Source: an optimization exercise on an open RTL-to-GDS flow (aim: small area, a short achievable clock period and few clock cycles per item). Production flows keep margins and buffers that such runs may drop.
In this exercise RTL edits were held to simulation tests only and were not proved equivalent to the original.
Power figures rest on the tool's default switching activity, not on a simulated workload.

`flow/config.mk`:
```
export PLATFORM = sky130hd
export DESIGN_NAME = sha256
export DESIGN_NICKNAME = sha256
export VERILOG_FILES = /design/flow/design.v
export SDC_FILE = /design/flow/constraint.sdc
export NUM_CORES = 4
export LEC_CHECK = 0
export ABC_AREA = 1
export CAP_MARGIN = 20
export CORE_MARGIN = 2
export CORE_UTILIZATION = 60
export CTS_BUF_LIST = sky130_fd_sc_hd__clkbuf_8
export CTS_CLUSTER_SIZE = 30
export PLACE_DENSITY = 0.7
export SLEW_MARGIN = 20
```
`flow/constraint.sdc`:
```
create_clock -name core_clock -period 12.0 [get_ports {clk}]
set_input_delay 2.4000 -clock core_clock [delete_from_list [all_inputs] [get_ports {clk}]]
set_output_delay 2.4000 -clock core_clock [all_outputs]
set_load 0.01 [all_outputs]
```
`flow/design.v`:
```
module sha256(
    input clk,
    input reset,
    input [71:0] input_number,
    output done,
    output [255:0] hash,
    output [71:0] answer_number
);
    localparam [31:0] IV0 = 32'h6a09e667, IV1 = 32'hbb67ae85,
                      IV2 = 32'h3c6ef372, IV3 = 32'ha54ff53a,
                      IV4 = 32'h510e527f, IV5 = 32'h9b05688c,
                      IV6 = 32'h1f83d9ab, IV7 = 32'h5be0cd19;
    reg [71:0]  msg;             
    reg         done_r;
    reg [7:0]   lo;              
    reg [8:0]   hi;              
    reg         ph_pre, ph_rnd, ph_fin, ph_wmsg, idle;
    reg [31:0]  a, b, c, d, e, f, g, h;
    reg [31:0]  hkw;             
    reg [31:0]  w [0:15];        
    assign done = done_r;
    assign hash = {e, f, g, h, a, b, c, d};
    assign answer_number = msg;
    wire [31:0] kc;
    assign kc[0] = (hi[0] & (lo[1] | lo[2] | lo[3] | lo[4] | lo[5] | lo[7])) | (hi[1] & (lo[1] | lo[3] | lo[6])) | (hi[2] & (lo[0] | lo[4])) | (hi[3] & (lo[1] | lo[3] | lo[4] | lo[5] | lo[6] | lo[7])) | (hi[4] & (lo[0] | lo[3] | lo[5] | lo[7])) | (hi[5] & (lo[0] | lo[1] | lo[3] | lo[4] | lo[6])) | (hi[6] & (lo[3] | lo[4] | lo[6] | lo[7])) | (hi[7] & (lo[1] | lo[5] | lo[6])) | (hi[8] & (lo[0] | lo[1] | lo[3]));
    assign kc[1] = (hi[0] & (lo[2] | lo[4])) | (hi[1] & (lo[2] | lo[3] | lo[5] | lo[6])) | (hi[2] & (lo[1] | lo[2] | lo[4] | lo[5] | lo[7])) | (hi[3] & (lo[0] | lo[3] | lo[4] | lo[5] | lo[7])) | (hi[4] & (lo[3] | lo[5] | lo[6])) | (hi[5] & (lo[1] | lo[3])) | (hi[6] & (lo[0] | lo[4] | lo[5] | lo[6] | lo[7])) | (hi[7] & (lo[0] | lo[1] | lo[4] | lo[5] | lo[6] | lo[7])) | (hi[8] & (lo[1] | lo[3]));
    assign kc[2] = (hi[0] & (lo[2] | lo[3] | lo[6] | lo[7])) | (hi[1] & (lo[2] | lo[4] | lo[5] | lo[6] | lo[7])) | (hi[2] & (lo[1] | lo[2] | lo[3] | lo[4] | lo[6])) | (hi[3] & (lo[1] | lo[3] | lo[5] | lo[7])) | (hi[4] & (lo[0] | lo[2] | lo[4] | lo[6] | lo[7])) | (hi[5] & (lo[5] | lo[6])) | (hi[6] & (lo[0] | lo[2] | lo[3] | lo[6])) | (hi[7] & (lo[0] | lo[1] | lo[2] | lo[6])) | (hi[8] & (lo[2] | lo[3]));
    assign kc[3] = (hi[0] & (lo[0] | lo[2] | lo[4])) | (hi[1] & (lo[0] | lo[2] | lo[5])) | (hi[2] & (lo[3] | lo[4] | lo[5] | lo[6] | lo[7])) | (hi[3] & (lo[1] | lo[2])) | (hi[4] & (lo[1] | lo[2] | lo[5] | lo[6])) | (hi[5] & (lo[1] | lo[4])) | (hi[6] & (lo[1] | lo[2] | lo[5] | lo[6])) | (hi[7] & (lo[0] | lo[1] | lo[3] | lo[4] | lo[5])) | (hi[8] & (lo[0] | lo[1] | lo[2] | lo[3]));
    assign kc[4] = (hi[0] & (lo[0] | lo[1] | lo[4] | lo[5] | lo[7])) | (hi[1] & (lo[0] | lo[2] | lo[4] | lo[5] | lo[7])) | (hi[2] & (lo[6] | lo[7])) | (hi[3] & (lo[0] | lo[4] | lo[6])) | (hi[4] & (lo[1] | lo[2] | lo[3] | lo[4] | lo[5])) | (hi[5] & (lo[2] | lo[4] | lo[7])) | (hi[6] & (lo[0] | lo[3] | lo[4] | lo[7])) | (hi[7] & (lo[2] | lo[4] | lo[6] | lo[7])) | (hi[8] & (lo[0] | lo[3]));
    assign kc[5] = (hi[0] & (lo[3] | lo[5] | lo[6])) | (hi[1] & (lo[2] | lo[4] | lo[5] | lo[6] | lo[7])) | (hi[2] & (lo[4] | lo[5])) | (hi[3] & (lo[1] | lo[4] | lo[7])) | (hi[4] & (lo[1] | lo[2] | lo[5] | lo[6])) | (hi[5] & (lo[0] | lo[2] | lo[3] | lo[5] | lo[7])) | (hi[6] & (lo[3] | lo[4] | lo[7])) | (hi[7] & (lo[0] | lo[1] | lo[4] | lo[5] | lo[6] | lo[7])) | (hi[8] & (lo[1] | lo[3]));
    assign kc[6] = (hi[0] & (lo[2] | lo[4] | lo[5] | lo[7])) | (hi[1] & (lo[3] | lo[4] | lo[5] | lo[7])) | (hi[2] & (lo[0] | lo[2] | lo[3] | lo[4] | lo[6] | lo[7])) | hi[3] | (hi[4] & (lo[2] | lo[4])) | (hi[5] & (lo[1] | lo[2] | lo[7])) | (hi[6] & (lo[2] | lo[5] | lo[6] | lo[7])) | (hi[7] & (lo[0] | lo[1] | lo[4] | lo[5] | lo[6] | lo[7])) | (hi[8] & (lo[3]));
    assign kc[7] = (hi[0] & (lo[0] | lo[1] | lo[2] | lo[3] | lo[5] | lo[6] | lo[7])) | (hi[1] & (lo[0] | lo[2] | lo[3] | lo[5] | lo[6])) | (hi[2] & (lo[0] | lo[1] | lo[2] | lo[3] | lo[5] | lo[6] | lo[7])) | (hi[3] & (lo[2] | lo[3] | lo[4])) | (hi[4] & (lo[0] | lo[2] | lo[5] | lo[7])) | (hi[5] & (lo[0] | lo[3] | lo[6])) | (hi[6] & (lo[3] | lo[4] | lo[7])) | (hi[7] & (lo[0] | lo[4] | lo[5] | lo[6] | lo[7])) | (hi[8] & (lo[1] | lo[2]));
    assign kc[8] = (hi[0] & (lo[0] | lo[2] | lo[3] | lo[5])) | (hi[1] & (lo[1] | lo[2] | lo[3] | lo[4] | lo[5] | lo[7])) | (hi[2] & (lo[0] | lo[1] | lo[2] | lo[3] | lo[6])) | (hi[3] & (lo[0] | lo[2] | lo[3] | lo[4] | lo[5] | lo[6] | lo[7])) | (hi[4] & (lo[1] | lo[2] | lo[3] | lo[4] | lo[6])) | (hi[5] & (lo[2] | lo[3] | lo[6])) | (hi[6] & (lo[0] | lo[2] | lo[7])) | (hi[7] & (lo[1] | lo[4] | lo[6])) | (hi[8] & (lo[0] | lo[1]));
    assign kc[9] = (hi[0] & (lo[0] | lo[2] | lo[3] | lo[4] | lo[6] | lo[7])) | (hi[1] & (lo[0] | lo[1] | lo[6])) | (hi[2] & (lo[1])) | (hi[3] & (lo[1] | lo[2] | lo[3] | lo[4] | lo[6])) | (hi[4] & (lo[0] | lo[4] | lo[5])) | (hi[5] & (lo[1] | lo[2] | lo[5])) | (hi[6] & (lo[2] | lo[5] | lo[6] | lo[7])) | (hi[7] & (lo[0] | lo[1] | lo[3] | lo[4] | lo[6])) | (hi[8] & (lo[3]));
    assign kc[10] = (hi[0] & (lo[0] | lo[1] | lo[7])) | (hi[1] & (lo[2] | lo[3] | lo[4] | lo[6])) | (hi[2] & (lo[1] | lo[2] | lo[4] | lo[5])) | (hi[3] & (lo[1] | lo[2] | lo[3])) | (hi[4] & (lo[2] | lo[3] | lo[7])) | (hi[5] & (lo[1] | lo[5] | lo[6])) | (hi[6] & (lo[1] | lo[2] | lo[3] | lo[4] | lo[7])) | (hi[7] & (lo[4] | lo[5])) | (hi[8] & (lo[0]));
    assign kc[11] = (hi[0] & (lo[0] | lo[2] | lo[3] | lo[7])) | (hi[1] & (lo[0] | lo[1] | lo[3] | lo[4])) | (hi[2] & (lo[0] | lo[2] | lo[4] | lo[6] | lo[7])) | (hi[3] & (lo[3] | lo[4] | lo[7])) | (hi[4] & (lo[0] | lo[2] | lo[3] | lo[5] | lo[6] | lo[7])) | (hi[5] & (lo[0] | lo[2] | lo[4])) | (hi[6] & (lo[1] | lo[3] | lo[4] | lo[5] | lo[6] | lo[7])) | (hi[7] & (lo[2] | lo[4] | lo[5] | lo[7])) | (hi[8] & (lo[0] | lo[1] | lo[2]));
    assign kc[12] = (hi[0] & (lo[2] | lo[3] | lo[5] | lo[7])) | (hi[1] & (lo[1] | lo[3] | lo[4] | lo[5] | lo[7])) | (hi[2] & (lo[2])) | (hi[3] & (lo[0] | lo[3] | lo[5])) | (hi[4] & (lo[4])) | (hi[5] & (lo[3] | lo[6])) | (hi[6] & (lo[2] | lo[3])) | (hi[7] & (lo[2] | lo[4] | lo[7])) | (hi[8] & (lo[1] | lo[3]));
    assign kc[13] = (hi[0] & (lo[0] | lo[2])) | (hi[1] & (lo[0] | lo[3] | lo[5] | lo[7])) | (hi[2] & (lo[0] | lo[3] | lo[4] | lo[6])) | (hi[3] & (lo[2] | lo[3] | lo[6] | lo[7])) | (hi[4] & (lo[1] | lo[2] | lo[4] | lo[7])) | (hi[5] & (lo[0] | lo[1] | lo[4] | lo[6] | lo[7])) | (hi[6] & (lo[1] | lo[2] | lo[3] | lo[5] | lo[7])) | (hi[7] & (lo[1] | lo[2] | lo[4] | lo[5] | lo[6] | lo[7])) | (hi[8] & (lo[2]));
    assign kc[14] = (hi[0] & (lo[1] | lo[2] | lo[3] | lo[4] | lo[7])) | (hi[1] & (lo[1] | lo[3] | lo[4] | lo[7])) | (hi[2] & (lo[0] | lo[1])) | (hi[3] & (lo[0] | lo[1] | lo[3] | lo[6])) | (hi[4] & (lo[2] | lo[4] | lo[6])) | (hi[5] & (lo[0] | lo[1] | lo[3] | lo[4])) | (hi[6] & (lo[0] | lo[1] | lo[2] | lo[6] | lo[7])) | (hi[7] & (lo[1] | lo[2] | lo[4] | lo[5] | lo[7])) | (hi[8] & (lo[0] | lo[1] | lo[2] | lo[3]));
    assign kc[15] = (hi[0] & (lo[2] | lo[3] | lo[4] | lo[6])) | (hi[1] & (lo[0] | lo[2] | lo[5] | lo[7])) | (hi[2] & (lo[2] | lo[3] | lo[5] | lo[6] | lo[7])) | (hi[3] & (lo[1] | lo[5])) | (hi[4] & (lo[6])) | (hi[5] & (lo[0] | lo[2] | lo[4] | lo[7])) | (hi[6] & (lo[0] | lo[3] | lo[5] | lo[6])) | (hi[7] & (lo[0] | lo[4] | lo[6])) | (hi[8] & (lo[0] | lo[1]));
    assign kc[16] = (hi[0] & (lo[1] | lo[3] | lo[5] | lo[6])) | (hi[1] & (lo[0] | lo[1] | lo[2] | lo[7])) | (hi[2] & (lo[0] | lo[2] | lo[4] | lo[7])) | (hi[3] & (lo[1] | lo[2] | lo[3] | lo[5] | lo[7])) | (hi[4] & (lo[0] | lo[1])) | (hi[5] & (lo[0] | lo[2] | lo[5])) | (hi[6] & (lo[1])) | (hi[7] & (lo[0] | lo[1] | lo[3] | lo[6] | lo[7])) | (hi[8] & (lo[1] | lo[2]));
    assign kc[17] = (hi[0] & (lo[0] | lo[1] | lo[4] | lo[6])) | (hi[1] & (lo[0] | lo[1] | lo[4] | lo[5] | lo[7])) | (hi[2] & (lo[0] | lo[1])) | (hi[3] & (lo[0] | lo[2] | lo[5] | lo[6])) | (hi[4] & (lo[0] | lo[1] | lo[4] | lo[5] | lo[6] | lo[7])) | (hi[5] & (lo[0] | lo[1] | lo[2] | lo[4] | lo[6] | lo[7])) | (hi[6] & (lo[1] | lo[7])) | (hi[7] & (lo[0] | lo[3] | lo[4])) | (hi[8] & (lo[1] | lo[3]));
    assign kc[18] = (hi[0] & (lo[1] | lo[3] | lo[4] | lo[6] | lo[7])) | (hi[1] & (lo[0] | lo[3] | lo[4] | lo[5] | lo[6])) | (hi[2] & (lo[1] | lo[3] | lo[5])) | (hi[3] & (lo[0] | lo[5])) | (hi[4] & (lo[0] | lo[2])) | (hi[5] & (lo[0] | lo[3] | lo[6])) | (hi[6] & (lo[0] | lo[1] | lo[4] | lo[6] | lo[7])) | (hi[7] & (lo[0] | lo[1] | lo[3] | lo[4])) | (hi[8] & (lo[2] | lo[3]));
    assign kc[19] = (hi[0] & (lo[0] | lo[6] | lo[7])) | (hi[1] & (lo[3] | lo[4] | lo[5] | lo[6] | lo[7])) | (hi[2] & (lo[0] | lo[1] | lo[3] | lo[4] | lo[7])) | (hi[3] & (lo[0] | lo[3] | lo[6] | lo[7])) | (hi[4] & (lo[1] | lo[2] | lo[3] | lo[4] | lo[5])) | (hi[5] & (lo[0] | lo[1] | lo[2] | lo[3] | lo[5] | lo[6] | lo[7])) | (hi[6] & (lo[2] | lo[4] | lo[5] | lo[6] | lo[7])) | (hi[7] & (lo[0] | lo[2] | lo[4] | lo[6])) | (hi[8] & (lo[3]));
    assign kc[20] = (hi[0] & (lo[1] | lo[3] | lo[4] | lo[5] | lo[6] | lo[7])) | (hi[1] & (lo[2] | lo[4] | lo[5] | lo[6] | lo[7])) | (hi[2] & (lo[0] | lo[1] | lo[5] | lo[6] | lo[7])) | (hi[3] & (lo[0] | lo[1] | lo[3])) | (hi[4] & (lo[0] | lo[1] | lo[3] | lo[7])) | (hi[5] & (lo[0] | lo[1] | lo[4] | lo[5])) | (hi[6] & (lo[1] | lo[3] | lo[4] | lo[5] | lo[6])) | (hi[7] & (lo[4] | lo[5] | lo[6] | lo[7]));
    assign kc[21] = (hi[0] & (lo[1] | lo[3] | lo[5] | lo[6])) | (hi[1] & (lo[2] | lo[4])) | (hi[2] & (lo[1] | lo[4] | lo[5] | lo[6] | lo[7])) | (hi[3] & (lo[0] | lo[1] | lo[4] | lo[5] | lo[7])) | (hi[4] & (lo[0] | lo[2] | lo[3] | lo[5] | lo[7])) | (hi[5] & (lo[0] | lo[3] | lo[7])) | (hi[6] & (lo[0] | lo[1] | lo[3] | lo[7])) | (hi[7] & (lo[1] | lo[4] | lo[6] | lo[7])) | (hi[8] & (lo[0]));
    assign kc[22] = (hi[0] & (lo[2] | lo[4] | lo[5])) | (hi[1] & (lo[5] | lo[6])) | (hi[2] & (lo[2] | lo[4] | lo[5] | lo[7])) | (hi[3] & (lo[3] | lo[4] | lo[6])) | (hi[4] & (lo[5] | lo[6] | lo[7])) | (hi[5] & (lo[2] | lo[3] | lo[7])) | (hi[6] & (lo[2] | lo[5])) | (hi[7] & (lo[2] | lo[3] | lo[5] | lo[6] | lo[7])) | (hi[8] & (lo[0]));
    assign kc[23] = (hi[0] & (lo[0] | lo[2] | lo[3] | lo[5])) | (hi[1] & (lo[1] | lo[4] | lo[5] | lo[6] | lo[7])) | (hi[2] & (lo[0] | lo[1] | lo[2] | lo[4] | lo[6] | lo[7])) | (hi[3] & (lo[4] | lo[5] | lo[6])) | (hi[4] & (lo[0] | lo[6])) | (hi[5] & (lo[0] | lo[4] | lo[5])) | (hi[6] & (lo[0] | lo[3] | lo[5] | lo[6])) | (hi[7] & (lo[0] | lo[1] | lo[2] | lo[3] | lo[4] | lo[6])) | (hi[8] & (lo[0] | lo[1]));
    assign kc[24] = (hi[0] & (lo[1] | lo[2] | lo[3] | lo[4] | lo[5] | lo[7])) | (hi[1] & (lo[3] | lo[6] | lo[7])) | (hi[2] & (lo[1] | lo[2] | lo[4])) | (hi[3] & (lo[3] | lo[5])) | (hi[4] & (lo[0] | lo[2] | lo[3] | lo[4] | lo[6])) | (hi[5] & (lo[3] | lo[4])) | (hi[6] & (lo[0] | lo[2] | lo[4] | lo[6])) | (hi[8] & (lo[0] | lo[1] | lo[2] | lo[3]));
    assign kc[25] = (hi[0] & (lo[0] | lo[6] | lo[7])) | (hi[1] & (lo[1] | lo[4] | lo[6])) | (hi[2] & (lo[1] | lo[2] | lo[5] | lo[7])) | (hi[3] & (lo[3] | lo[4] | lo[6])) | (hi[4] & (lo[0] | lo[1] | lo[3] | lo[5] | lo[7])) | (hi[5] & (lo[0] | lo[2] | lo[3] | lo[5])) | (hi[6] & (lo[1] | lo[2] | lo[5] | lo[6])) | (hi[7] & (lo[6] | lo[7])) | (hi[8] & (lo[0] | lo[1] | lo[2]));
    assign kc[26] = (hi[0] & (lo[2])) | (hi[1] & (lo[2] | lo[3])) | (hi[2] & (lo[0] | lo[1] | lo[2] | lo[3] | lo[4] | lo[6] | lo[7])) | (hi[3] & (lo[3] | lo[4] | lo[5] | lo[6] | lo[7])) | (hi[4] & (lo[0] | lo[1] | lo[2] | lo[4] | lo[5])) | (hi[5] & (lo[3] | lo[5] | lo[6])) | (hi[6] & (lo[1] | lo[2] | lo[3] | lo[5])) | (hi[7] & (lo[0] | lo[2] | lo[3] | lo[5] | lo[6] | lo[7])) | (hi[8] & (lo[1]));
    assign kc[27] = (hi[0] & (lo[3] | lo[4] | lo[5] | lo[7])) | (hi[1] & (lo[0] | lo[6])) | (hi[2] & (lo[1] | lo[2] | lo[4] | lo[5] | lo[6])) | (hi[3] & (lo[0] | lo[1] | lo[3])) | (hi[4] & (lo[1] | lo[2])) | (hi[5] & (lo[1])) | (hi[6] & (lo[0] | lo[1] | lo[4] | lo[5] | lo[6] | lo[7])) | (hi[7] & (lo[1] | lo[3] | lo[6])) | (hi[8] & (lo[0] | lo[1] | lo[2]));
    assign kc[28] = (hi[0] & (lo[1] | lo[2] | lo[4] | lo[5] | lo[6])) | (hi[1] & (lo[0] | lo[1] | lo[3] | lo[4] | lo[6])) | (hi[2] & (lo[6] | lo[7])) | (hi[3] & (lo[0] | lo[2] | lo[3] | lo[5] | lo[7])) | (hi[4] & (lo[3] | lo[5] | lo[7])) | (hi[5] & (lo[4] | lo[5] | lo[6] | lo[7])) | (hi[6] & (lo[0] | lo[1] | lo[3] | lo[4] | lo[6])) | (hi[7] & (lo[0] | lo[1] | lo[4] | lo[6])) | (hi[8] & (lo[0] | lo[1] | lo[2] | lo[3]));
    assign kc[29] = (hi[0] & (lo[1] | lo[2] | lo[3] | lo[4] | lo[7])) | (hi[1] & (lo[2] | lo[4])) | (hi[2] & (lo[0] | lo[1] | lo[3] | lo[4] | lo[7])) | (hi[3] & (lo[1] | lo[2] | lo[3])) | (hi[4] & (lo[0] | lo[1] | lo[4] | lo[5])) | (hi[5] & (lo[0] | lo[1] | lo[6])) | (hi[6] & (lo[2] | lo[3] | lo[4] | lo[7])) | (hi[7] & (lo[0] | lo[1] | lo[5] | lo[6]));
    assign kc[30] = (hi[0] & (lo[0] | lo[1] | lo[3] | lo[5])) | (hi[1] & (lo[0] | lo[3] | lo[4] | lo[7])) | (hi[2] & (lo[0] | lo[1] | lo[5] | lo[6] | lo[7])) | (hi[3] & (lo[4] | lo[5])) | (hi[4] & (lo[2] | lo[3] | lo[4] | lo[5])) | (hi[5] & (lo[2] | lo[3] | lo[4] | lo[5] | lo[6])) | (hi[6] & (lo[5] | lo[6] | lo[7])) | (hi[7] & (lo[0] | lo[1] | lo[7])) | (hi[8] & (lo[0] | lo[3]));
    assign kc[31] = (hi[0] & (lo[2] | lo[3] | lo[6] | lo[7])) | (hi[1] & (lo[0] | lo[5] | lo[6] | lo[7])) | (hi[2] & (lo[0] | lo[1])) | (hi[3] & (lo[0] | lo[1] | lo[2] | lo[3] | lo[4] | lo[5])) | (hi[4] & (lo[6] | lo[7])) | (hi[5] & (lo[0] | lo[1] | lo[2] | lo[3] | lo[4] | lo[5] | lo[6])) | (hi[7] & (lo[2] | lo[3] | lo[4] | lo[5] | lo[6] | lo[7])) | (hi[8] & (lo[2]));
    function [31:0] rotr(input [31:0] x, input integer n);
        rotr = (x >> n) | (x << (32 - n));
    endfunction
    function [31:0] add_bk(input [31:0] x, input [31:0] y);
        reg [31:0] gg, pp, G, P;
        integer i, l, st;
        begin
            gg = x & y; pp = x ^ y;
            G = gg; P = pp;
            for (l = 0; l < 5; l = l + 1) begin
                st = 1 << l;
                for (i = 31; i >= 0; i = i - 1) if (i % (2*st) == 2*st - 1) begin
                    G[i] = G[i] | (P[i] & G[i-st]);
                    P[i] = P[i] & P[i-st];
                end
            end
            for (l = 3; l >= 0; l = l - 1) begin
                st = 1 << l;
                for (i = 31; i >= 0; i = i - 1) if (i >= 3*st - 1 && i % (2*st) == st - 1) begin
                    G[i] = G[i] | (P[i] & G[i-st]);
                    P[i] = P[i] & P[i-st];
                end
            end
            add_bk = pp ^ {G[30:0], 1'b0};
        end
    endfunction
    wire [31:0] S0  = rotr(a, 2) ^ rotr(a, 13) ^ rotr(a, 22);
    wire [31:0] S1  = rotr(e, 6) ^ rotr(e, 11) ^ rotr(e, 25);
    wire [31:0] ch  = (e & f) ^ (~e & g);
    wire [31:0] maj = (a & b) | (c & (a | b));
    wire [31:0] t1s = hkw ^ ch ^ S1;
    wire [31:0] t1c = ((hkw & ch) | (S1 & (hkw | ch))) << 1;
    wire [31:0] a2s = t1s ^ t1c ^ maj;
    wire [31:0] a2c = ((t1s & t1c) | (maj & (t1s | t1c))) << 1;
    wire [31:0] a3s = a2s ^ a2c ^ S0;
    wire [31:0] a3c = ((a2s & a2c) | (S0 & (a2s | a2c))) << 1;
    wire [31:0] a_new = a3s + a3c;
    wire [31:0] ivd = ({32{lo[1]}} & IV3) | ({32{lo[2]}} & IV2) |
                      ({32{lo[3]}} & IV1) | ({32{lo[4]}} & IV0);
    wire [31:0] ex  = ph_fin ? ivd : t1s;
    wire [31:0] ey  = t1c & {32{~ph_fin}};
    wire [31:0] e2s = ex ^ ey ^ d;
    wire [31:0] e2c = ((ex & ey) | (d & (ex | ey))) << 1;
    wire [31:0] e_new = e2s + e2c;
    wire [31:0] s0w = rotr(w[14], 7) ^ rotr(w[14], 18) ^ (w[14] >> 3);
    wire [31:0] s1w = rotr(w[1], 17) ^ rotr(w[1], 19) ^ (w[1] >> 10);
    wire [31:0] w1s = w[6] ^ w[15] ^ s0w;
    wire [31:0] w1c = ((w[6] & w[15]) | (s0w & (w[6] | w[15]))) << 1;
    wire [31:0] w2s = w1s ^ w1c ^ s1w;
    wire [31:0] w2c = ((w1s & w1c) | (s1w & (w1s | w1c))) << 1;
    wire [31:0] w_sched = w2s + w2c;
    wire [31:0] w_msg = ({32{hi[0] & lo[0]}} & msg[39:8]) |
                        ({32{hi[0] & lo[1]}} & {msg[7:0], 8'h80, 16'h0}) |
                        ({32{hi[1] & lo[6]}} & 32'd72);
    wire [31:0] w0_next = idle ? input_number[71:40]
                        : ph_wmsg ? w_msg : w_sched;
    wire [31:0] hx = ph_pre ? IV7 : g;
    wire [31:0] hz = w[0] & {32{~hi[8]}};
    wire [31:0] h1s = hx ^ kc ^ hz;
    wire [31:0] h1c = ((hx & kc) | (hz & (hx | kc))) << 1;
    wire [31:0] hkw_next = h1s + h1c;
    integer j;
    always @(posedge clk) begin
        for (j = 15; j > 0; j = j - 1) w[j] <= w[j-1];
        w[0] <= w0_next;
        hkw <= hkw_next;
    end
    always @(posedge clk) begin
        if (ph_pre) begin
            a <= IV0; b <= IV1; c <= IV2; d <= IV3;
            e <= IV4; f <= IV5; g <= IV6; h <= IV7;
        end else if (ph_rnd | ph_fin) begin
            a <= ph_fin ? hkw : a_new;
            b <= a; c <= b; d <= c;
            e <= e_new;
            f <= e; g <= f; h <= g;
        end
    end
    wire start = (input_number != msg);
    wire c64 = hi[8] & lo[0];
    wire c68 = hi[8] & lo[4];
    always @(posedge clk) begin
        if (start) begin
            lo <= 8'd1;
            hi <= 9'd1;
        end else begin
            lo <= {lo[6:0], lo[7]};
            if (lo[7]) hi <= {hi[7:0], hi[8]};
        end
    end
    always @(posedge clk or posedge reset) begin
        if (reset) begin
            msg <= 72'h0;
            done_r <= 1'b0;
            ph_pre <= 1'b0;
            ph_rnd <= 1'b0;
            ph_fin <= 1'b0;
            ph_wmsg <= 1'b0;
            idle <= 1'b1;
        end else begin
            msg <= input_number;
            done_r <= start ? 1'b0 : (ph_fin & c68) ? 1'b1 : done_r;
            ph_pre <= start;
            ph_rnd <= ~start & (ph_pre | (ph_rnd & ~c64));
            ph_fin <= ~start & ((ph_rnd & c64) | (ph_fin & ~c68));
            idle <= ~start & (idle | (ph_fin & c68));
            ph_wmsg <= start | (~start & (ph_pre | ph_rnd) & (hi[0] | (hi[1] & ~lo[6] & ~lo[7])));
        end
    end
endmodule
```
`flow/flow/run.sh`:
```
#!/bin/bash
set -uo pipefail
cd "$(dirname "$0")/.."
bash standard.sh \
  "BUFFER_PORTS_ARGS=-buffer_cell sky130_fd_sc_hd__buf_1" \
  SETUP_SLACK_MARGIN=7.5 \
  finish > standard.log 2>&1
```
`flow/standard.sh`:
```
#!/bin/bash
# synth_recipe.tcl (not shown) runs the flow's synth.tcl, then flattens the netlist and writes it again
# the make line also repeats each setting of config.mk as NAME=value (left out here)
make -C /OpenROAD-flow-scripts/flow DESIGN_CONFIG=/design/flow/config.mk WORK_HOME=/design/flow/orfs CLKGATE_MAP_FILE= SYNTH_SCRIPT=/design/flow/synth_recipe.tcl "${@:-finish}"
```
==> results of run 1 <==
[critical path, delay by kind of cell, from the launching register on]
family / cells / cell delay [ps]
compound gates: 4 / 1300
flops: 1 / 400
simple gates: 6 / 1060
buf+inv: 5 / 670
fa+ha+maj: 2 / 800
[flip-flops by register name, summed over array words and instances, names as in the netlist]
name and flops:
b 32, ph_fin 1, lo 8, hkw 32, c 32, d 32, ph_pre 1, f 32
msg 72, ph_rnd 1, done_r 1, ph_wmsg 1, w 512, idle 1, g 32, h 32
a 32, hi 9, e 32
[cell families (layout without fill, tap and decap cells)]
group / Yosys count / in the layout
other cells: 0 / 6
mux: 13 / 13
buf+inv: 875 / 1333
compound gates: 895 / 895
fa+ha+maj: 370 / 370
xor+xnor: 366 / 366
flops: 895 / 895
simple gates: 1656 / 1656
[where the power goes]
part	internal (mW)	switching (mW)	leakage, nW
Clock	1.39	1.33	1.62
Sequential	3.10	0.0952	7.70
Combinational	0.774	1.61	12.3
Total	5.26	3.04	21.6
[worst min path at each step]
| stage | end | slack [ps] | cells past startpoint |
|---|---|---|---|
| detailed placement | w[14][18] | 310 | 0 |
| finish | w[9][22] | 280 | 0 |
| global placement | w[10][16] | 310 | 0 |
| CTS | w[12][22] | 290 | 0 |
| global route | w[12][22] | 300 | 0 |
| floorplan | w[10][0] | 310 | 0 |
[repair_timing]
item	CTS	global route
setup endpoints to repair	37	64
resized for setup	18	90
gates cloned	0	2
setup buffers	0	8
pin swaps	0	4
[stage by stage]
stage               cells  total power [mW]  util [%]  worst slack [ps]  area (µm²)
floorplan            5070              4.71         -              7610       43100
global placement     6234              5.43      63.3              6930       45100
detailed placement   6234              5.47      63.3              6910       45100
CTS                  6468              8.17      67.5              7520       48100
global route         6479              8.61      68.0              7420       48500
finish               6484              8.29      68.0              7550       48500
[cell usage in the layout (no fill, tap or decap), drive strengths merged, types with 8 or more instances in the layout]
cell type / instances
fa: 217
mux2i: 13
o21bai: 17
o21a: 10
nand3: 215
clkinvlp: 8
dfrtp: 77
nand4: 60
o2111ai: 17
inv: 706
xor2: 146
clkbuf: 160
buf: 436
a221oi: 8
or2: 19
a21oi: 385
o22ai: 14
a21o: 12
maj3: 29
nor2: 432
a21boi: 14
a2111oi: 9
nand2: 874
dfxtp: 817
o21ai: 378
xnor2: 220
ha: 124
nor3: 36
clkinv: 17
[metal layers]
metal	up-vias	global-route usage (%)	wire length (µm)
met5	-	0	18
met4	4	21.5	10000
met3	673	14.7	24000
met2	3027	65.2	70900
met1	18500	59.4	64100
li1	16800	-	-
[area by class of cell]
type / instances / share of cell area, %
clock inverters: 75 / 1.56
clock buffers: 159 / 4.51
repair inverters: 1 / 0.0103
flip-flops and latches: 895 / 37.9
repair buffers: 437 / 3.79
multi-input cells: 3300 / 44.6
inverters: 661 / 5.17
well taps: 950 / 2.45
diodes: 6 / 0.0310
==> run summary, run 1 <==
Clocking
The buffer type at the clock tree root is sky130_fd_sc_hd__clkbuf_8. The number of clock buffers added by TritonCTS is 139. After clock tree synthesis, the flow added hold-fix buffers numbering 0.

Counting every sink on the clock net gives 895. The clock passes through at most 3 buffers. The H-tree was split into 4 levels. The CTS tree is yes. Clock-pin slew was measured on the worst setup and hold paths at 70 ps. The clock latency at the later pin of the worst-skew pair is 860 ps.

Global route
The via count of the first global-routing pass was 37,200. The initial antenna violation count is 4. Summed over all layers, the global routing overflow is 0. In the global route stage, overall resource usage came out at 44.5%. The global-route wire length before repair is 242,000 µm. Entering global routing, the biggest net connects 137 pins.

Synth
The mux contribution to synthesized area is 0.302%. The simple logic cell fraction of the synthesized area is 16.1%. After Yosys synthesis, full adders, half adders and majority gates account for 14.4% of the synthesized area. The synthesis-stage register bit count is 895. Sorting the synthesized cells by how often they occur yields 868 x sky130_fd_sc_hd__nand2_1, 817 x sky130_fd_sc_hd__dfxtp_1, 643 x sky130_fd_sc_hd__inv_1. Of the total synthesized cell area, the portion taken by XOR and XNOR cells is 7.45%.

In the synthesized netlist the dominant register cell turns out to be sky130_fd_sc_hd__dfxtp_1. By area the synthesized netlist is led by sky130_fd_sc_hd__dfxtp_1 38%, sky130_fd_sc_hd__fa_1 10%, sky130_fd_sc_hd__nand2_1 7.6%. The proportion of synthesized flip-flops having asynchronous set or reset is 8.72%. The most frequent cell after synthesis is sky130_fd_sc_hd__nand2_1.

After synthesis, the mean cell area works out to 8.49 µm². The area share of the largest cell type after synthesis is 38.0%. The share of the synthesized area in compound gates (AO/OA/AOI/OAI) is 11.4%. Synthesis produced a netlist whose cell count is 5,070. The cell type with the largest total area after synthesis is sky130_fd_sc_hd__dfxtp_1. The dominant combinational cell family by area after synthesis is simple AND/OR/NAND/NOR gates. During synthesis, Yosys emitted a total of 2 warnings. The number of enable-type register cells in the synthesized netlist is 0. The number of distinct library cell variants in the gate-level netlist after synthesis is 65.

The sequential element share of the synthesized area is 42.5%. The synthesized area is 0.0431 mm².

Floorplan
The number of I/O pins is 403. The die boundary height is 272 µm. The area enclosed by the die boundary is 0.0739 mm².

The die span in x is 272 µm. After floorplanning, the core was divided into 98 placement rows. For this configuration, the core starts out at a cell density of 60.4%. The core region is 0.0712 mm².

Critical path
Data on the critical path arrives at its endpoint at 5190 ps. On the critical path, the stage with the largest delay is an instance of sky130_fd_sc_hd__fa_1. The startpoint of the worst-slack reg-to-reg timing path is ph_fin.

In this design, the stage delay of the slowest critical-path cell is 480 ps. The register-to-register setup slack is 7550 ps. The critical path is of the reg -> reg type.

Walking the worst path, the cells encountered are buf_16 > clkinv_1 > buf_8 > nor2_2 > nand2_1 > o21ai_0 > fa_1 > inv_1 > ha_1 > a21oi_1 > a21boi_0 > a21boi_0 > nand3_1 > nand2_1 > nand3_1 > nand2_1 > inv_1. The worst setup path is captured at a flip-flop. Counting stages on the worst path, the most repeated cell is sky130_fd_sc_hd__nand2_1. Following the worst setup path forward leads to its endpoint at e[25]. The maximum fanout encountered on the critical timing path is 59.

For the worst setup path, the data required time is 12,740 ps. Tracing the worst setup path back leads to its startpoint at ph_fin. The sort of element at the start of the critical path is a flip-flop.

The length in cells of the worst reg-to-reg path is 17. The worst register-to-register path ends at e[25].

Drt
For this run, the detailed router's first-pass iteration total came to 9. The count of nets left with antenna violations once routing finished came out at 0. The post-detailed-route wirelength per cell is 26.1 µm. In the routed layout, each cell is associated on average with a via count of 6.02. After detailed routing, the total wire length is 169,000 µm. The final route contains 39,100 vias. The detailed router finished its first iteration with 5,761 violations. The number of remaining DRC errors is 0.

Hold path
The path class of the lowest-slack min-delay path is reg -> reg. The startpoint of the tightest hold check path is w[8][22].

Timing
The setup-violating endpoint count in the final report is 0. The worst clock skew is 73.9 ps. In this run the tightest slew margin relative to its limit is 24.5%.

The upper clock frequency limit is 0.225 GHz. Of the available clock period, the critical path in the final layout requires 37.0%. The count of pins over their slew limit is 0. The number of failing hold endpoints at the final stage was 0. Setup repair after global routing could not meet its margin everywhere. The final total negative setup slack is 0 ps.

Across all hold checks on the routed design, the worst slack comes to 282 ps. For the pin with the worst max-slew slack, the measured transition is 1130 ps. For the finished layout, the period the worst path requires is 4450 ps.

Power and ir drop
For this design the static power due to leakage is 21.6 nW. IR analysis of the VDD net gives a maximum drop of 0.000169 V. Dividing total power by cell area gives a power density of 171 mW/mm².

Layout
The sequential cells in the finished layout cover a total of 0.0184 mm². The post-route netlist has 7.11% of its cells at a drive strength greater than 1. Counting the fill cells in the layout gives 5,630. The final layout contains 5,850 nets.

Compared with the post-synthesis result, the final layout area differs by 12.6%. The multi-input combinational cells in the finished layout cover a total of 0.0216 mm².

Outcome
The run finished with no timing, DRC or antenna violations.

Place
The final weighted congestion in routability-driven placement is 1.11. Summed over all nets, the half-perimeter wirelength after detailed placement is 128,000 µm. In this run the tool buffered the top-level ports with 402 buffer cells.

Flow run
The max-cap check violation count is 0.
Testbench counts, summed over its fixed seeds: cycles 26,880, items 384.
==> inputs of run 2 (changes only) <==
--- a/flow/config.mk
+++ b/flow/config.mk
@@ -8,8 +8,6 @@
 export ABC_AREA = 1
 export CAP_MARGIN = 20
 export CORE_MARGIN = 2
-export CORE_UTILIZATION = 60
-export CTS_BUF_LIST = sky130_fd_sc_hd__clkbuf_8
-export CTS_CLUSTER_SIZE = 30
-export PLACE_DENSITY = 0.7
+export CORE_UTILIZATION = 50
+export PLACE_DENSITY = 0.6
 export SLEW_MARGIN = 20
==> run 2 against run 1 <==
Compared with the run above:
- worst setup slack better by 1.8 ps
- final cell count up 2.1%
- synthesized cell count unchanged
- clock power up 15%
- sequential cell count unchanged
- critical path depth down 2
- largest power group unchanged
==> run summary, run 2 <==
Synth
The number of distinct library cell variants in the gate-level netlist after synthesis is 65 (unchanged). The proportion of synthesized flip-flops having asynchronous set or reset is 8.72% (unchanged). Most numerous cell types in the synthesized netlist: 868 x sky130_fd_sc_hd__nand2_1, 817 x sky130_fd_sc_hd__dfxtp_1, 643 x sky130_fd_sc_hd__inv_1 (unchanged).

The synthesis-stage register bit count came to 895 (unchanged). The average cell area after synthesis is 8.49 µm² (unchanged). The total of warnings raised by yosys is 2 (unchanged). The most frequent cell after synthesis is sky130_fd_sc_hd__nand2_1 (unchanged). The area share of the largest cell type after synthesis is 38.0% (unchanged). The sequential element share of the synthesized area was 42.5% (unchanged).

The number of instances in the synthesized netlist is 5,070 (unchanged). The commonest register cell after synthesis is sky130_fd_sc_hd__dfxtp_1 (unchanged). The cell type with the largest total area after synthesis is sky130_fd_sc_hd__dfxtp_1 (unchanged).

The number of enable-type register cells in the synthesized netlist is 0 (unchanged). The synthesized area is 0.0431 mm² (unchanged). Dominant cells by area after synthesis: sky130_fd_sc_hd__dfxtp_1 38%, sky130_fd_sc_hd__fa_1 10%, sky130_fd_sc_hd__nand2_1 7.6% (unchanged).

Timing
The relative max-transition margin was 27.5% (was 24.5%). The setup-violating endpoint count in the final report is 0 (unchanged). The final period utilization is 37.0% (about the same). The worst-case hold slack came to 297 ps (was 282 ps).

The final critical delay including setup and external delays is 4440 ps (was 4450 ps). The upper clock frequency limit is 0.225 GHz (about the same). The slew of the pin with the lowest slew margin is 1090 ps (was 1130 ps). The number of failing hold endpoints at the final stage was 0 (unchanged). Setup repair after global routing missed its margin: true (unchanged). The least setup slack across all paths after layout is 7560 ps (was 7550 ps).

The final total negative setup slack is 0 ps (unchanged). The count of pins over their slew limit is 0 (unchanged). The worst clock skew is 56.7 ps (was 73.9 ps).

Layout
The post-layout instance area is 0.0491 mm² (was 0.0485 mm²). The commonest non-fill, non-tap cell in the layout is sky130_fd_sc_hd__nand2_1 (unchanged). The final-stage net count is 5,811 (was 5,850). The final antenna diode count is 0 (was 6). The register containing the most flip-flops in the final layout is w (unchanged). The final core area utilization is 57.6% (was 68.0%). The relative area change from synthesis to final layout is 14.2% (was 12.6%). Most frequent cells in the layout: 864 x sky130_fd_sc_hd__nand2_1, 786 x sky130_fd_sc_hd__dfxtp_1, 634 x sky130_fd_sc_hd__inv_1 (was 863 x sky130_fd_sc_hd__nand2_1, 785 x sky130_fd_sc_hd__dfxtp_1, 677 x sky130_fd_sc_hd__inv_1).

The final cell count without fillers is 6,617 (was 6,484). The number of flip-flops in the largest register came to 512 (unchanged). Leading registers by flop count: w (512), msg (72) (unchanged). The ratio of cells with drive above 1 in the final layout is 6.72% (was 7.11%).

Floorplan
The die boundary height is 297 µm (was 272 µm). The number of I/O pins came to 403 (unchanged). The area enclosed by the die boundary came to 0.0885 mm² (was 0.0739 mm²). The area of the core region was 0.0853 mm² (was 0.0712 mm²). The die span in x is 297 µm (was 272 µm). The initial cell density of the core was 50.5% (was 60.4%). The number of core rows is 107 (was 98).

Critical path
The kind of critical path was reg -> reg (unchanged). The maximum fanout encountered on the critical timing path was 5 (was 59). The arrival time reported for the critical path endpoint is 5090 ps (was 5190 ps). The kind of end point of the critical path is a flip-flop (unchanged).

The sort of element at the start of the critical path is a flip-flop (unchanged). The required time of the critical path is 12,650 ps (was 12,740 ps). The register-to-register setup slack is 7560 ps (was 7550 ps).

Global route
The global-route total usage across every layer came to 38.1% (was 44.5%). The global-route wire length before repair is 247,000 µm (was 242,000 µm). The total overflow reported by the global router is 0 (unchanged). The pin count of the biggest net entering global routing is 111 (was 137). The initial antenna violation count is 5 (was 4). The via count of the first global-routing pass is 35,400 (was 37,200).

Place
The total of buffers placed on input and output ports is 402 (unchanged). The half-perimeter wire length of the detailed placement result is 134,000 µm (was 128,000 µm). The number of instances in the placed design came to 6,434 (was 6,234). The final weighted congestion in routability-driven placement is 1.05 (was 1.11). The instance area at placement came to 0.0454 mm² (was 0.0451 mm²).

The minimum setup slack after placement is 7120 ps (was 6910 ps).

Clocking
The total number of H-tree levels came to 3 (was 4). The clock sink count was 895 (unchanged). The number of CTS-inserted buffers is 90 (was 139).

The clock tree buffer depth is 3 (unchanged). The CTS tree is yes (unchanged). The CTS clock-pin slew for the worst setup and hold paths was 70 ps (about the same). The clock latency at the later pin of the worst-skew pair was 730 ps (was 860 ps).

The buffer type at the clock tree root is sky130_fd_sc_hd__clkbuf_16 (was sky130_fd_sc_hd__clkbuf_8). The number of hold-repair buffers added at the cts stage is 0 (unchanged).

Drt
The number of routed nets with antenna violations is 0 (unchanged). The via count is 37,500 (was 39,100). The total iterations of the first detailed-routing run is 8 (was 9).

The total wire length is 171,000 µm (was 169,000 µm). The post-detailed-route via-to-cell ratio is 5.67 (was 6.02). The number of remaining DRC errors is 0 (unchanged). The post-detailed-route wirelength per cell is 25.9 µm (was 26.1 µm). The DRC marker count from the first detailed-route iteration came to 5,205 (was 5,761).

Power and ir drop
The static leakage is 21.7 nW (was 21.6 nW). The peak supply drop is 0.000143 V (was 0.000169 V). The total power after layout is 8.69 mW (was 8.29 mW). The cell area power density is 177 mW/mm² (was 171 mW/mm²).

Hold path
The path class of the lowest-slack min-delay path is reg -> reg (unchanged).

Outcome
Result of the run: finished clean (unchanged).

Flow run
The max-cap check violation count was 0 (unchanged).
## run 2: critical path: stages, from the launching register on
cell and delay [ps]:
sky130_fd_sc_hd__dfxtp_1 330, sky130_fd_sc_hd__inv_1 180, sky130_fd_sc_hd__o21ai_1 550, sky130_fd_sc_hd__fa_1 620, sky130_fd_sc_hd__fa_1 560, sky130_fd_sc_hd__fa_1 450
sky130_fd_sc_hd__ha_1 420, sky130_fd_sc_hd__nand2_1 130, sky130_fd_sc_hd__nor2_1 220, sky130_fd_sc_hd__inv_1 60, sky130_fd_sc_hd__nor2_1 170, sky130_fd_sc_hd__and3_1 170
sky130_fd_sc_hd__nand2_1 90, sky130_fd_sc_hd__nand4_1 120, sky130_fd_sc_hd__nand3_1 150, sky130_fd_sc_hd__a21oi_1 170
## run 2: layer usage
layer,part of all wire [%],up-vias,track usage (%)
li1,-,16800,-
met1,42,18100,54.0
met2,41,2232,54.6
met3,12,419,11.3
met4,4.3,12,13.9
met5,0.040,-,0
## run 2: path summary, 6_finish.rpt
| kind | from | endpoint | depth (start not counted) |
|---|---|---|---|
| hold / removal | w[4][10] | w[5][10] | 0 |
| setup reg to reg | g[23] | a[26] | 15 |
| setup / recovery | g[23] | a[26] | 15 |
| hold reg to reg | w[4][10] | w[5][10] | 0 |
| max in group asynchronous | reset | idle | 4 |
| min in group asynchronous | reset | msg[34] | 3 |
## run 2: area by class of cell
cell class                 count  area (µm²)
fill                        7871       36100
tap                         1144        1430
sequential                   895       18400
inverter                     661        2500
clock inverter                48         754
clock buffer                 121        2570
timing repair buffer         448        1910
multi-input combinational   3300       21600
## run 2: where the power goes
part / switching (mW) / total, mW / internal, mW
sequential: 0.0877 / 3.18 / 3.09
combinational: 1.62 / 2.39 / 0.771
clock: 1.30 / 3.12 / 1.82
total: 3.01 / 8.69 / 5.68
## run 2: repair_timing
action / CTS / global route
buffers inserted: 0 / 13
gates resized for setup: 29 / 78
pin swaps: 0 / 9
setup endpoints to repair: 22 / 54
## run 2: kinds of logic after synthesis
kind of cell | after synthesis | share of synthesized area, %
muxes | 13 | 0.302
DFF | 895 | 42.5
adders and majority gates | 370 | 14.4
and+or+nand+nor | 1656 | 16.1
AOI/OAI and AO/OA | 895 | 11.4
buffers and inverters | 875 | 7.83
xor gates and xnor gates | 366 | 7.45
==> inputs of run 3 (changes only) <==
--- a/flow/design.v
+++ b/flow/design.v
@@ -84,27 +84,34 @@
     wire [31:0] S1  = rotr(e, 6) ^ rotr(e, 11) ^ rotr(e, 25);
     wire [31:0] ch  = (e & f) ^ (~e & g);
     wire [31:0] maj = (a & b) | (c & (a | b));
-    wire [31:0] t1s = hkw ^ ch ^ S1;
-    wire [31:0] t1c = ((hkw & ch) | (S1 & (hkw | ch))) << 1;
-    wire [31:0] a2s = t1s ^ t1c ^ maj;
-    wire [31:0] a2c = ((t1s & t1c) | (maj & (t1s | t1c))) << 1;
-    wire [31:0] a3s = a2s ^ a2c ^ S0;
-    wire [31:0] a3c = ((a2s & a2c) | (S0 & (a2s | a2c))) << 1;
+    wire [31:0] t1s, t1c_r;
+    csa32 u_t1s (.x(hkw), .y(ch), .z(S1), .s(t1s), .c(t1c_r));
+    wire [31:0] t1c = t1c_r << 1;
+    wire [31:0] a2s, a2c_r;
+    csa32 u_a2s (.x(t1s), .y(t1c), .z(maj), .s(a2s), .c(a2c_r));
+    wire [31:0] a2c = a2c_r << 1;
+    wire [31:0] a3s, a3c_r;
+    csa32 u_a3s (.x(a2s), .y(a2c), .z(S0), .s(a3s), .c(a3c_r));
+    wire [31:0] a3c = a3c_r << 1;
     wire [31:0] a_new = a3s + a3c;
     wire [31:0] ivd = ({32{lo[1]}} & IV3) | ({32{lo[2]}} & IV2) |
                       ({32{lo[3]}} & IV1) | ({32{lo[4]}} & IV0);
     wire [31:0] ex  = ph_fin ? ivd : t1s;
     wire [31:0] ey  = t1c & {32{~ph_fin}};
-    wire [31:0] e2s = ex ^ ey ^ d;
-    wire [31:0] e2c = ((ex & ey) | (d & (ex | ey))) << 1;
+    wire [31:0] e2s, e2c_r;
+    csa32 u_e2s (.x(ex), .y(ey), .z(d), .s(e2s), .c(e2c_r));
+    wire [31:0] e2c = e2c_r << 1;
     wire [31:0] e_new = e2s + e2c;
     wire [31:0] s0w = rotr(w[14], 7) ^ rotr(w[14], 18) ^ (w[14] >> 3);
     wire [31:0] s1w = rotr(w[1], 17) ^ rotr(w[1], 19) ^ (w[1] >> 10);
-    wire [31:0] w1s = w[6] ^ w[15] ^ s0w;
-    wire [31:0] w1c = ((w[6] & w[15]) | (s0w & (w[6] | w[15]))) << 1;
-    wire [31:0] w2s = w1s ^ w1c ^ s1w;
-    wire [31:0] w2c = ((w1s & w1c) | (s1w & (w1s | w1c))) << 1;
-    wire [31:0] w_sched = w2s + w2c;
+    wire [31:0] w1s, w1c_r;
+    csa32 u_w1s (.x(w[6]), .y(w[15]), .z(s0w), .s(w1s), .c(w1c_r));
+    wire [31:0] w1c = w1c_r << 1;
+    wire [31:0] w2s, w2c_r;
+    csa32 u_w2s (.x(w1s), .y(w1c), .z(s1w), .s(w2s), .c(w2c_r));
+    wire [31:0] w2c = w2c_r << 1;
+    wire [31:0] w_sched;
+    add32bk u_w_sched (.x(w2s), .y(w2c), .s(w_sched));
     wire [31:0] w_msg = ({32{hi[0] & lo[0]}} & msg[39:8]) |
                         ({32{hi[0] & lo[1]}} & {msg[7:0], 8'h80, 16'h0}) |
                         ({32{hi[1] & lo[6]}} & 32'd72);
@@ -112,9 +119,11 @@
                         : ph_wmsg ? w_msg : w_sched;
     wire [31:0] hx = ph_pre ? IV7 : g;
     wire [31:0] hz = w[0] & {32{~hi[8]}};
-    wire [31:0] h1s = hx ^ kc ^ hz;
-    wire [31:0] h1c = ((hx & kc) | (hz & (hx | kc))) << 1;
-    wire [31:0] hkw_next = h1s + h1c;
+    wire [31:0] h1s, h1c_r;
+    csa32 u_h1s (.x(hx), .y(kc), .z(hz), .s(h1s), .c(h1c_r));
+    wire [31:0] h1c = h1c_r << 1;
+    wire [31:0] hkw_next;
+    add32bk u_hkw_next (.x(h1s), .y(h1c), .s(hkw_next));
     integer j;
     always @(posedge clk) begin
         for (j = 15; j > 0; j = j - 1) w[j] <= w[j-1];
@@ -164,3 +173,128 @@
         end
     end
 endmodule
+module csa32(input [31:0] x, input [31:0] y, input [31:0] z,
+             output [31:0] s, output [31:0] c);
+    assign s = ~(~x ^ y ^ z);
+    assign c = ~((~x & ~y) | (~z & (~x | ~y)));
+endmodule
+module add32bk(input [31:0] x, input [31:0] y, output [31:0] s);
+    wire [31:0] p0 = x ^ y;
+    wire [31:0] g0 = x & y;
+    wire g1_1 = g0[1] | (p0[1] & g0[0]);
+    wire p1_1 = p0[1] & p0[0];
+    wire g1_3 = g0[3] | (p0[3] & g0[2]);
+    wire p1_3 = p0[3] & p0[2];
+    wire g1_5 = g0[5] | (p0[5] & g0[4]);
+    wire p1_5 = p0[5] & p0[4];
+    wire g1_7 = g0[7] | (p0[7] & g0[6]);
+    wire p1_7 = p0[7] & p0[6];
+    wire g1_9 = g0[9] | (p0[9] & g0[8]);
+    wire p1_9 = p0[9] & p0[8];
+    wire g1_11 = g0[11] | (p0[11] & g0[10]);
+    wire p1_11 = p0[11] & p0[10];
+    wire g1_13 = g0[13] | (p0[13] & g0[12]);
+    wire p1_13 = p0[13] & p0[12];
+    wire g1_15 = g0[15] | (p0[15] & g0[14]);
+    wire p1_15 = p0[15] & p0[14];
+    wire g1_17 = g0[17] | (p0[17] & g0[16]);
+    wire p1_17 = p0[17] & p0[16];
+    wire g1_19 = g0[19] | (p0[19] & g0[18]);
+    wire p1_19 = p0[19] & p0[18];
+    wire g1_21 = g0[21] | (p0[21] & g0[20]);
+    wire p1_21 = p0[21] & p0[20];
+    wire g1_23 = g0[23] | (p0[23] & g0[22]);
+    wire p1_23 = p0[23] & p0[22];
+    wire g1_25 = g0[25] | (p0[25] & g0[24]);
+    wire p1_25 = p0[25] & p0[24];
+    wire g1_27 = g0[27] | (p0[27] & g0[26]);
+    wire p1_27 = p0[27] & p0[26];
+    wire g1_29 = g0[29] | (p0[29] & g0[28]);
+    wire p1_29 = p0[29] & p0[28];
+    wire g1_31 = g0[31] | (p0[31] & g0[30]);
+    wire p1_31 = p0[31] & p0[30];
+    wire g2_3 = g1_3 | (p1_3 & g1_1);
+    wire p2_3 = p1_3 & p1_1;
+    wire g2_7 = g1_7 | (p1_7 & g1_5);
+    wire p2_7 = p1_7 & p1_5;
+    wire g2_11 = g1_11 | (p1_11 & g1_9);
+    wire p2_11 = p1_11 & p1_9;
+    wire g2_15 = g1_15 | (p1_15 & g1_13);
+    wire p2_15 = p1_15 & p1_13;
+    wire g2_19 = g1_19 | (p1_19 & g1_17);
+    wire p2_19 = p1_19 & p1_17;
+    wire g2_23 = g1_23 | (p1_23 & g1_21);
+    wire p2_23 = p1_23 & p1_21;
+    wire g2_27 = g1_27 | (p1_27 & g1_25);
+    wire p2_27 = p1_27 & p1_25;
+    wire g2_31 = g1_31 | (p1_31 & g1_29);
+    wire p2_31 = p1_31 & p1_29;
+    wire g3_7 = g2_7 | (p2_7 & g2_3);
+    wire p3_7 = p2_7 & p2_3;
+    wire g3_15 = g2_15 | (p2_15 & g2_11);
+    wire p3_15 = p2_15 & p2_11;
+    wire g3_23 = g2_23 | (p2_23 & g2_19);
+    wire p3_23 = p2_23 & p2_19;
+    wire g3_31 = g2_31 | (p2_31 & g2_27);
+    wire p3_31 = p2_31 & p2_27;
+    wire g4_15 = g3_15 | (p3_15 & g3_7);
+    wire p4_15 = p3_15 & p3_7;
+    wire g4_31 = g3_31 | (p3_31 & g3_23);
+    wire p4_31 = p3_31 & p3_23;
+    wire g5_31 = g4_31 | (p4_31 & g4_15);
+    wire p5_31 = p4_31 & p4_15;
+    wire g6_23 = g3_23 | (p3_23 & g4_15);
+    wire p6_23 = p3_23 & p4_15;
+    wire g7_11 = g2_11 | (p2_11 & g3_7);
+    wire p7_11 = p2_11 & p3_7;
+    wire g7_19 = g2_19 | (p2_19 & g4_15);
+    wire p7_19 = p2_19 & p4_15;
+    wire g7_27 = g2_27 | (p2_27 & g6_23);
+    wire p7_27 = p2_27 & p6_23;
+    wire g8_5 = g1_5 | (p1_5 & g2_3);
+    wire p8_5 = p1_5 & p2_3;
+    wire g8_9 = g1_9 | (p1_9 & g3_7);
+    wire p8_9 = p1_9 & p3_7;
+    wire g8_13 = g1_13 | (p1_13 & g7_11);
+    wire p8_13 = p1_13 & p7_11;
+    wire g8_17 = g1_17 | (p1_17 & g4_15);
+    wire p8_17 = p1_17 & p4_15;
+    wire g8_21 = g1_21 | (p1_21 & g7_19);
+    wire p8_21 = p1_21 & p7_19;
+    wire g8_25 = g1_25 | (p1_25 & g6_23);
+    wire p8_25 = p1_25 & p6_23;
+    wire g8_29 = g1_29 | (p1_29 & g7_27);
+    wire p8_29 = p1_29 & p7_27;
+    wire g9_2 = g0[2] | (p0[2] & g1_1);
+    wire p9_2 = p0[2] & p1_1;
+    wire g9_4 = g0[4] | (p0[4] & g2_3);
+    wire p9_4 = p0[4] & p2_3;
+    wire g9_6 = g0[6] | (p0[6] & g8_5);
+    wire p9_6 = p0[6] & p8_5;
+    wire g9_8 = g0[8] | (p0[8] & g3_7);
+    wire p9_8 = p0[8] & p3_7;
+    wire g9_10 = g0[10] | (p0[10] & g8_9);
+    wire p9_10 = p0[10] & p8_9;
+    wire g9_12 = g0[12] | (p0[12] & g7_11);
+    wire p9_12 = p0[12] & p7_11;
+    wire g9_14 = g0[14] | (p0[14] & g8_13);
+    wire p9_14 = p0[14] & p8_13;
+    wire g9_16 = g0[16] | (p0[16] & g4_15);
+    wire p9_16 = p0[16] & p4_15;
+    wire g9_18 = g0[18] | (p0[18] & g8_17);
+    wire p9_18 = p0[18] & p8_17;
+    wire g9_20 = g0[20] | (p0[20] & g7_19);
+    wire p9_20 = p0[20] & p7_19;
+    wire g9_22 = g0[22] | (p0[22] & g8_21);
+    wire p9_22 = p0[22] & p8_21;
+    wire g9_24 = g0[24] | (p0[24] & g6_23);
+    wire p9_24 = p0[24] & p6_23;
+    wire g9_26 = g0[26] | (p0[26] & g8_25);
+    wire p9_26 = p0[26] & p8_25;
+    wire g9_28 = g0[28] | (p0[28] & g7_27);
+    wire p9_28 = p0[28] & p7_27;
+    wire g9_30 = g0[30] | (p0[30] & g8_29);
+    wire p9_30 = p0[30] & p8_29;
+    wire [31:0] cg = {g5_31, g9_30, g8_29, g9_28, g7_27, g9_26, g8_25, g9_24, g6_23, g9_22, g8_21, g9_20, g7_19, g9_18, g8_17, g9_16, g4_15, g9_14, g8_13, g9_12, g7_11, g9_10, g8_9, g9_8, g3_7, g9_6, g8_5, g9_4, g2_3, g9_2, g1_1, g0[0]};
+    assign s = p0 ^ {cg[30:0], 1'b0};
+endmodule
--- a/flow/config.mk
+++ b/flow/config.mk
@@ -8,6 +8,9 @@
 export ABC_AREA = 1
 export CAP_MARGIN = 20
 export CORE_MARGIN = 2
-export CORE_UTILIZATION = 50
-export PLACE_DENSITY = 0.6
+export CORE_UTILIZATION = 60
+export CTS_BUF_LIST = sky130_fd_sc_hd__clkbuf_8
+export CTS_CLUSTER_SIZE = 30
+export PLACE_DENSITY = 0.7
 export SLEW_MARGIN = 20
+export SYNTH_HIERARCHICAL = 1
==> run 3 against run 2 <==
Compared with the run above:
- sequential power about the same
- clock power decreased by 13%
- critical path depth up 1
- die area fell by 19%
- synthesized cell count decreased by 9.1%
- critical endpoint unchanged
- largest power group unchanged
==> run summary, run 3 <==
Critical path
The kind of critical path is reg -> reg (unchanged). The endpoint of the most critical setup path was a[26] (unchanged). Cell-by-cell trace of the critical path: inv_1 > o21ai_1 > fa_1 > fa_1 > fa_1 > ha_1 > nand2_1 > inv_1 > nand2_1 > nand2_1 > nand3b_1 > nand2_1 > nand2_1 > nand2_1 > nand3_1 > a21oi_1 (was inv_1 > o21ai_1 > fa_1 > fa_1 > fa_1 > ha_1 > nand2_1 > nor2_1 > inv_1 > nor2_1 > and3_1 > nand2_1 > nand4_1 > nand3_1 > a21oi_1). The launch point of the critical path is g[7] (was g[23]). The largest stage delay on the critical path is 540 ps (was 620 ps). The startpoint of the worst-slack reg-to-reg timing path was g[7] (was g[23]). The number of gates on the worst path with buffers counted is 16 (was 15). The arrival time reported for the critical path endpoint is 5230 ps (was 5090 ps). The cell type group with the largest total delay on the critical path is adder cells (unchanged). The length in cells of the worst reg-to-reg path is 16 (was 15). The count of buffering cells on the critical path with inverters included was 2 (unchanged).

The sort of element at the start of the critical path is a flip-flop (unchanged). The most frequent cell on the critical path is sky130_fd_sc_hd__nand2_1 (was sky130_fd_sc_hd__fa_1). The maximum fanout encountered on the critical timing path is 4 (was 5). The library cell contributing the largest single delay on the critical path is sky130_fd_sc_hd__fa_1 (unchanged).

The terminus of the critical flop-to-flop path was a[26] (unchanged). The register-to-register setup slack is 7510 ps (was 7560 ps). The required time of the critical path is 12,740 ps (was 12,650 ps). The kind of end point of the critical path is a flip-flop (unchanged).

Drt
The number of routed nets with antenna violations is 0 (unchanged). The via count is 35,300 (was 37,500). The DRC marker count from the first detailed-route iteration came to 4,911 (was 5,205). The post-detailed-route via-to-cell ratio is 5.85 (was 5.67).

The total wire length is 158,000 µm (was 171,000 µm). The number of remaining DRC errors is 0 (unchanged). The post-detailed-route wirelength per cell is 26.1 µm (was 25.9 µm).

The total iterations of the first detailed-routing run is 7 (was 8).

Flow run
The max-cap check violation count is 0 (unchanged).

Hold path
The path class of the lowest-slack min-delay path is reg -> reg (unchanged).

Global route
The total overflow reported by the global router is 0 (unchanged). The pin count of the biggest net entering global routing was 129 (was 111). The initial antenna violation count is 7 (was 5). The global-route total usage across every layer is 43.4% (was 38.1%). The global-route wire length before repair came to 224,000 µm (was 247,000 µm).

The via count of the first global-routing pass was 33,600 (was 35,400).

Place
The half-perimeter wire length of the detailed placement result was 118,000 µm (was 134,000 µm). The final weighted congestion in routability-driven placement is 1.11 (was 1.05). The minimum setup slack after placement is 7180 ps (was 7120 ps).

The total of buffers placed on input and output ports came to 402 (unchanged). The instance area at placement is 0.0436 mm² (was 0.0454 mm²).

Synth
The commonest register cell after synthesis is sky130_fd_sc_hd__dfxtp_1 (unchanged). The most frequent cell after synthesis is sky130_fd_sc_hd__nand2_1 (unchanged). The synthesized area is 0.0416 mm² (was 0.0431 mm²). Most numerous cell types in the synthesized netlist: 866 x sky130_fd_sc_hd__nand2_1, 817 x sky130_fd_sc_hd__dfxtp_1, 433 x sky130_fd_sc_hd__inv_1 (was 868 x sky130_fd_sc_hd__nand2_1, 817 x sky130_fd_sc_hd__dfxtp_1, 643 x sky130_fd_sc_hd__inv_1). Dominant cells by area after synthesis: sky130_fd_sc_hd__dfxtp_1 39%, sky130_fd_sc_hd__fa_1 12%, sky130_fd_sc_hd__nand2_1 7.8% (was sky130_fd_sc_hd__dfxtp_1 38%, sky130_fd_sc_hd__fa_1 10%, sky130_fd_sc_hd__nand2_1 7.6%). The average cell area after synthesis is 9.03 µm² (was 8.49 µm²). The number of distinct library cell variants in the gate-level netlist after synthesis came to 62 (was 65). The total of warnings raised by yosys is 9 (was 2). The cell type with the largest total area after synthesis is sky130_fd_sc_hd__dfxtp_1 (unchanged). The number of enable-type register cells in the synthesized netlist came to 0 (unchanged). The number of instances in the synthesized netlist came to 4,609 (was 5,070). The area share of the largest cell type after synthesis is 39.3% (was 38.0%). The sequential element share of the synthesized area is 44.0% (was 42.5%).

The proportion of synthesized flip-flops having asynchronous set or reset came to 8.72% (unchanged). The synthesis-stage register bit count is 895 (unchanged).

Layout
The number of flip-flops in the largest register is 512 (unchanged). The ratio of cells with drive above 1 in the final layout was 9.25% (was 6.72%). The relative area change from synthesis to final layout came to 13.5% (was 14.2%). The area used by multi-input combinational logic is 0.0211 mm² (was 0.0216 mm²).

The register containing the most flip-flops in the final layout is w (unchanged). The final-stage net count came to 5,440 (was 5,811). The commonest non-fill, non-tap cell in the layout is sky130_fd_sc_hd__nand2_1 (unchanged).

The number of fill cells in the layout is 5,494 (was 7,871). Most frequent cells in the layout: 865 x sky130_fd_sc_hd__nand2_1, 762 x sky130_fd_sc_hd__dfxtp_1, 473 x sky130_fd_sc_hd__inv_1 (was 864 x sky130_fd_sc_hd__nand2_1, 786 x sky130_fd_sc_hd__dfxtp_1, 634 x sky130_fd_sc_hd__inv_1). The storage element area is 0.0184 mm² (about the same).

The post-layout instance area is 0.0472 mm² (was 0.0491 mm²). Leading registers by flop count: w (512), msg (72) (unchanged).

Timing
The number of failing hold endpoints at the final stage came to 0 (unchanged). The final total negative setup slack is 0 ps (unchanged). The count of pins over their slew limit was 0 (unchanged).

The least setup slack across all paths after layout is 7510 ps (was 7560 ps). The relative max-transition margin was 25.5% (was 27.5%). The final period utilization is 37.4% (was 37.0%). The final critical delay including setup and external delays is 4490 ps (was 4440 ps).

The upper clock frequency limit is 0.223 GHz (was 0.225 GHz). The slew of the pin with the lowest slew margin came to 1120 ps (was 1090 ps). The setup-violating endpoint count in the final report came to 0 (unchanged). Setup repair after global routing missed its margin: true (unchanged). The worst-case hold slack came to 306 ps (was 297 ps). The worst clock skew is 57.6 ps (was 56.7 ps).

Clocking
The buffer type at the clock tree root is sky130_fd_sc_hd__clkbuf_8 (was sky130_fd_sc_hd__clkbuf_16). The clock tree buffer depth is 3 (unchanged). The CTS tree is yes (unchanged). The CTS clock-pin slew for the worst setup and hold paths is 70 ps (about the same).

The clock sink count is 895 (unchanged). The clock latency at the later pin of the worst-skew pair was 840 ps (was 730 ps). The total number of H-tree levels is 4 (was 3).

The number of CTS-inserted buffers is 140 (was 90).

Power and ir drop
The cell area power density was 174 mW/mm² (was 177 mW/mm²). The peak supply drop is 0.000119 V (was 0.000143 V). The static leakage was 20.6 nW (was 21.7 nW). The total power after layout is 8.20 mW (was 8.69 mW).

Floorplan
The number of core rows is 96 (was 107). The number of I/O pins is 403 (unchanged). The die boundary height is 267 µm (was 297 µm). The area enclosed by the die boundary is 0.0715 mm² (was 0.0885 mm²).

The die span in x is 267 µm (was 297 µm). The area of the core region is 0.0686 mm² (was 0.0853 mm²). The initial cell density of the core was 60.7% (was 50.5%).

Outcome
Result of the run: finished clean (unchanged).
[run 3: changes by cell type after synthesis, sizes merged, moves of 18 or more]
cell   previous run  this run
inv             660       447
a21oi           385       267
xor2            146        69
xnor2           220       293
o21ai           378       324
nor2            432       389
fa              217       258
nand3           215       191
nand2           874       894
a22oi             3        21
nor3             36        18
[run 3: final cells by class]
type	count	share of cell area, %
well taps	931	2.47
repair inverters	1	0.0106
multi-input cells	3060	44.7
diodes	1	0.00530
clock buffers	168	4.89
repair buffers	442	3.90
flip-flops and latches	895	39.0
inverters	450	3.67
clock inverters	88	1.40
[run 3: stage by stage]
| step | util, % | cells |
|---|---|---|
| global route | 68.9 | 6036 |
| detailed placement | 63.6 | 5762 |
| CTS | 68.0 | 6018 |
| finish | 68.9 | 6036 |
| floorplan | - | 4614 |
| global placement | 63.6 | 5762 |
[run 3: worst min path at each step]
stage          cells after the start        to  startpoint  slack (ps)
6_report                           0  w[6][30]    w[5][30]         310
2_1_floorplan                      0  w[10][0]     w[9][0]         310
3_5_place_dp                       0  w[11][6]    w[10][6]         310
4_1_cts                            0  w[6][24]    w[5][24]         300
5_1_grt                            0   w[6][6]     w[5][6]         300
3_3_place_gp                       0  w[12][2]    w[11][2]         310
[run 3: where the power goes]
group | internal [mW] | leakage (nW) | switching, mW
combinational | 0.822 | 11.2 | 1.45
clock | 1.38 | 1.71 | 1.33
sequential | 3.10 | 7.71 | 0.114
[run 3: cells by family after synthesis]
| family | Yosys count | share of synthesized area [%] |
|---|---|---|
| simple gates | 1574 | 16.0 |
| xor+xnor | 362 | 7.62 |
| fa+ha+maj | 408 | 16.7 |
| other cells | 1 | 0.00901 |
| compound gates | 710 | 9.40 |
| buf+inv | 659 | 6.24 |
| flops | 895 | 44.0 |
[run 3: modules after synthesis, one instance, submodules excluded]
module | cells | copies in the design | cell area (µm²) | flops+latches
add32bk | 173 | 2 | 1340 | 0
csa32 | 32 | 7 | 641 | 0
sha256 | 4039 | 1 | 34400 | 895
[run 3: what timing repair did]
item / CTS / global route
pin swaps: 0 / 26
gates cloned: 0 / 1
setup buffers: 0 / 16
endpoints found under the setup margin: 35 / 64
hold buffers: 0 / 0
gates resized for setup: 21 / 150
[run 3: per-layer routing]
layer  track usage [%]  part of all wire, %  up-vias
met5                 0                0.029        -
met4              21.1                  5.5        8
met3              15.3                   14      523
met2              62.0                   42     2441
met1              58.6                   39    16900
li1                  -                    -    15500
Testbench counts of run 3, summed over its fixed seeds: cycles 26,880, items 384.

## port drivers added, routing unchanged
In the flow no input, the clock included, has a driving cell. The finished layouts below were timed again as built, in two steps. Step 1: set_driving_cell puts a clkbuf_16 on clk and a buf_2 on each other input, an assumption about the parent block. Step 2 also shifts input and output timing later by t, the mid clock arrival at the registers, as if the neighbouring blocks saw the same clock. a / b / c = ideal / step 1 / step 2; a / b = the first two.
| run | shift t [ns] | slack for setup (ns) | hold slack, ns |
|---|---|---|---|
| run 1 | 0.891 | 7.555 / 7.555 / 7.393 | 0.282 / 0.282 / 0.282 |
| run 2 | 0.776 | 7.556 / 7.556 / 7.302 | 0.297 / 0.297 / 0.297 |
| run 3 | 0.882 | 7.513 / 7.513 / 7.513 | 0.306 / 0.306 / 0.306 |
After both steps every run listed still meets setup and hold. The setup slack of run 2, which loses most, moves by 0.000 ns with the drivers and by -0.254 ns with both steps.
